This design comes from an exercise in tuning for small area, a short achievable clock period and few clock cycles per item on the open sky130 flow, not from production work. RTL that was checked went through simulation tests only; none was proved equivalent to the original. Power is estimated from default activity; no workload was simulated.

Setup of oak:
Design projectCPU2020, start of the top module:
module projectCPU2020(
  clk,
  rst,
  wrEn,
  data_fromRAM,
  addr_toRAM,
  data_toRAM,
  PC,
  W
);
==> module projectCPU2020, before the edit <==
module projectCPU2020(
  clk,
  rst,
  wrEn,
  data_fromRAM,
  addr_toRAM,
  data_toRAM,
  PC,
  W
);
input clk, rst;
input wire [15:0] data_fromRAM;
output reg [15:0] data_toRAM;
output reg wrEn;
output reg [12:0] addr_toRAM;
output reg [12:0] PC;
output reg [15:0] W;
localparam S_D = 2'd0, S_I = 2'd1, S_E = 2'd2, S_K = 2'd3;
reg [1:0] state;
reg [2:0] opcode;
wire [2:0]  op_in = data_fromRAM[15:13];
wire        a_zero = (data_fromRAM[12:0] == 13'd0);
wire [15:0] s = data_fromRAM;
wire [12:0] pc_inc = PC + 13'd1;
wire [3:0]  n = s[3:0];
wire        c_shr = ~|s[15:4];                  
wire        c_shl = ~|s[15:5] & s[4];           
wire        c_ror = ~|s[15:6] & s[5] & ~s[4];   
wire        left = ~(c_shr | c_ror);
wire [3:0]  r = left ? (~n + 4'd1) : n;
wire [15:0] x1 = r[0] ? {W[0], W[15:1]} : W;
wire [15:0] x2 = r[1] ? {x1[1:0], x1[15:2]} : x1;
wire [15:0] x4 = r[2] ? {x2[3:0], x2[15:4]} : x2;
wire [15:0] x8 = r[3] ? {x4[7:0], x4[15:8]} : x4;
reg  [15:0] t, keep;
integer k;
always @* begin
  for (k = 0; k < 16; k = k + 1)
    t[k] = (k >= n);
  for (k = 0; k < 16; k = k + 1)
    keep[k] = ~(c_shr | c_shl) | (c_shl & t[k]) | (c_shr & t[15-k]);
end
wire [15:0] w_shift = x8 & keep;
reg [15:0] w_alu;
always @* begin
  case (opcode)
    3'b000: w_alu = W + s;
    3'b001: w_alu = ~(W | s);
    3'b010: w_alu = w_shift;
    3'b011: w_alu = {15'd0, W > s};
    3'b101: w_alu = s;
    default: w_alu = W;
  endcase
end
wire sel_pc = (state == S_K) || (state == S_E && opcode != 3'b111);
wire a_or = |{data_fromRAM[12:2], data_fromRAM[0]};
wire st_d = (state == S_D);
wire st_i = (state == S_I);
always @* begin
  data_toRAM = W;
  addr_toRAM = 13'd0;
  if (!rst) begin
    addr_toRAM = sel_pc ? pc_inc : data_fromRAM[12:0];
    if (!sel_pc && st_d && !a_or) addr_toRAM[1] = 1'b1;
  end
  wrEn = !rst && ((st_d && op_in == 3'b110 && (a_or || data_fromRAM[1])) ||
                  (st_i && opcode == 3'b110));
end
always @(posedge clk) begin
  if (rst) begin
    state <= S_D;
    opcode <= 3'd0;
    PC <= 13'd0;
    W <= 16'd0;
  end else begin
    case (state)
      S_D: begin
        opcode <= op_in;
        state <= a_zero ? S_I : S_E;
      end
      S_I: state <= S_E;
      S_E: begin
        state <= (opcode == 3'b100 && s == 16'd0) ? S_K : S_D;
        PC <= addr_toRAM;
        W <= w_alu;
      end
      default: begin
        state <= S_D;
        PC <= addr_toRAM;
      end
    endcase
  end
end
endmodule
Settings: LEC_CHECK=0, CAP_MARGIN=20, CORE_MARGIN=2, CORE_UTILIZATION=40, SETUP_SLACK_MARGIN=2.5, SLEW_MARGIN=20; clock period 6.0 ns.
run.sh (not shown) runs the stock make flow with config.mk's settings and CLKGATE_MAP_FILE= SYNTH_SCRIPT=/design/flow/synth_recipe.tcl, a recipe that flattens the netlist after the stock synthesis.
The inputs of pine differ from those of oak as listed below.
diff --git a/flow/design.v b/flow/design.v
--- a/flow/design.v
+++ b/flow/design.v
@@ -19,11 +19,16 @@
 reg [1:0] state;
 reg [2:0] opcode;
 wire [2:0]  op_in = data_fromRAM[15:13];
 wire        a_zero = (data_fromRAM[12:0] == 13'd0);
 wire [15:0] s = data_fromRAM;
-wire [12:0] pc_inc = PC + 13'd1;
+reg  [12:0] pc_inc;
+integer i;
+always @* begin
+  for (i = 0; i < 13; i = i + 1)
+    pc_inc[i] = PC[i] ^ (&(PC | ~((13'd1 << i) - 13'd1)));
+end
 wire [3:0]  n = s[3:0];
 wire        c_shr = ~|s[15:4];                  
 wire        c_shl = ~|s[15:5] & s[4];           
 wire        c_ror = ~|s[15:6] & s[5] & ~s[4];   
 wire        left = ~(c_shr | c_ror);
@@ -51,22 +56,24 @@
     3'b101: w_alu = s;
     default: w_alu = W;
   endcase
 end
 wire sel_pc = (state == S_K) || (state == S_E && opcode != 3'b111);
-wire a_or = |{data_fromRAM[12:2], data_fromRAM[0]};
-wire st_d = (state == S_D);
-wire st_i = (state == S_I);
 always @* begin
   data_toRAM = W;
-  addr_toRAM = 13'd0;
-  if (!rst) begin
-    addr_toRAM = sel_pc ? pc_inc : data_fromRAM[12:0];
-    if (!sel_pc && st_d && !a_or) addr_toRAM[1] = 1'b1;
+  wrEn = 1'b0;
+  addr_toRAM = sel_pc ? pc_inc : data_fromRAM[12:0];
+  if (state == S_D) begin
+    if (a_zero) addr_toRAM[1] = 1'b1;
+    wrEn = (op_in == 3'b110) && !a_zero;
   end
-  wrEn = !rst && ((st_d && op_in == 3'b110 && (a_or || data_fromRAM[1])) ||
-                  (st_i && opcode == 3'b110));
+  if (state == S_I)
+    wrEn = (opcode == 3'b110);
+  if (rst) begin
+    wrEn = 1'b0;
+    addr_toRAM = 13'd0;
+  end
 end
 always @(posedge clk) begin
   if (rst) begin
     state <= S_D;
     opcode <= 3'd0;
--- outcome ---
Transition at the pin with the smallest max-transition slack (pine over oak): decrease, 0.11 ns
Relative contribution of the clock network to total power on pine is up relative to oak.
Compared with oak, in pine area after synthesis now sits lower, layout overhead on the synthesized area now sits higher, data arrival time of the critical path now sits lower.
Mean post-synth cell area sits lower in pine than in oak.
The fraction of the cycle the final worst path needs reported for pine is smaller than that of oak by 0.87 points.
Per-cell via count in the routed design of pine exceeds that of oak slightly.
pine vs oak — wire length dropped by a few percent
| starting density of the core | pine vs oak | 0.44 points higher |
Sequential standard cell area of pine falls short of that of oak slightly.
Testbench counts of pine, summed over its fixed seeds: cycles 56,082, instructions 26,571.
No functional check of the RTL was part of oak.

## separate check: timing with driven ports
How much do the figures lean on ideal ports? The routed layouts below were timed once more, with nothing changed but the port constraints. Step 1: set_driving_cell puts a clkbuf_16 on clk and a buf_2 on each other input, an assumption about the parent block. Step 2 adds t to the input delays and takes it off the output delays; t is the mean of the earliest and latest rising clock arrival at the registers after step 1. Input paths then give back, and output paths get back, about the clock's delay inside the block. Slacks: ideal ports / drivers / drivers and shift; pairs: ideal ports / drivers.
run	t (ns)	setup WS [ns]	clock arrival spread, ns	worst data-port slew with drivers (ns)
oak	0.325	2.341 / 2.303 / 2.093	0.006 / 0.006	0.06
pine	0.328	2.393 / 2.345 / 2.105	0.003 / 0.003	0.06
After both steps setup and hold are still met in every run listed. For pine, which loses most, drivers alone change the setup slack by -0.048 ns; drivers and shift together by -0.288 ns.
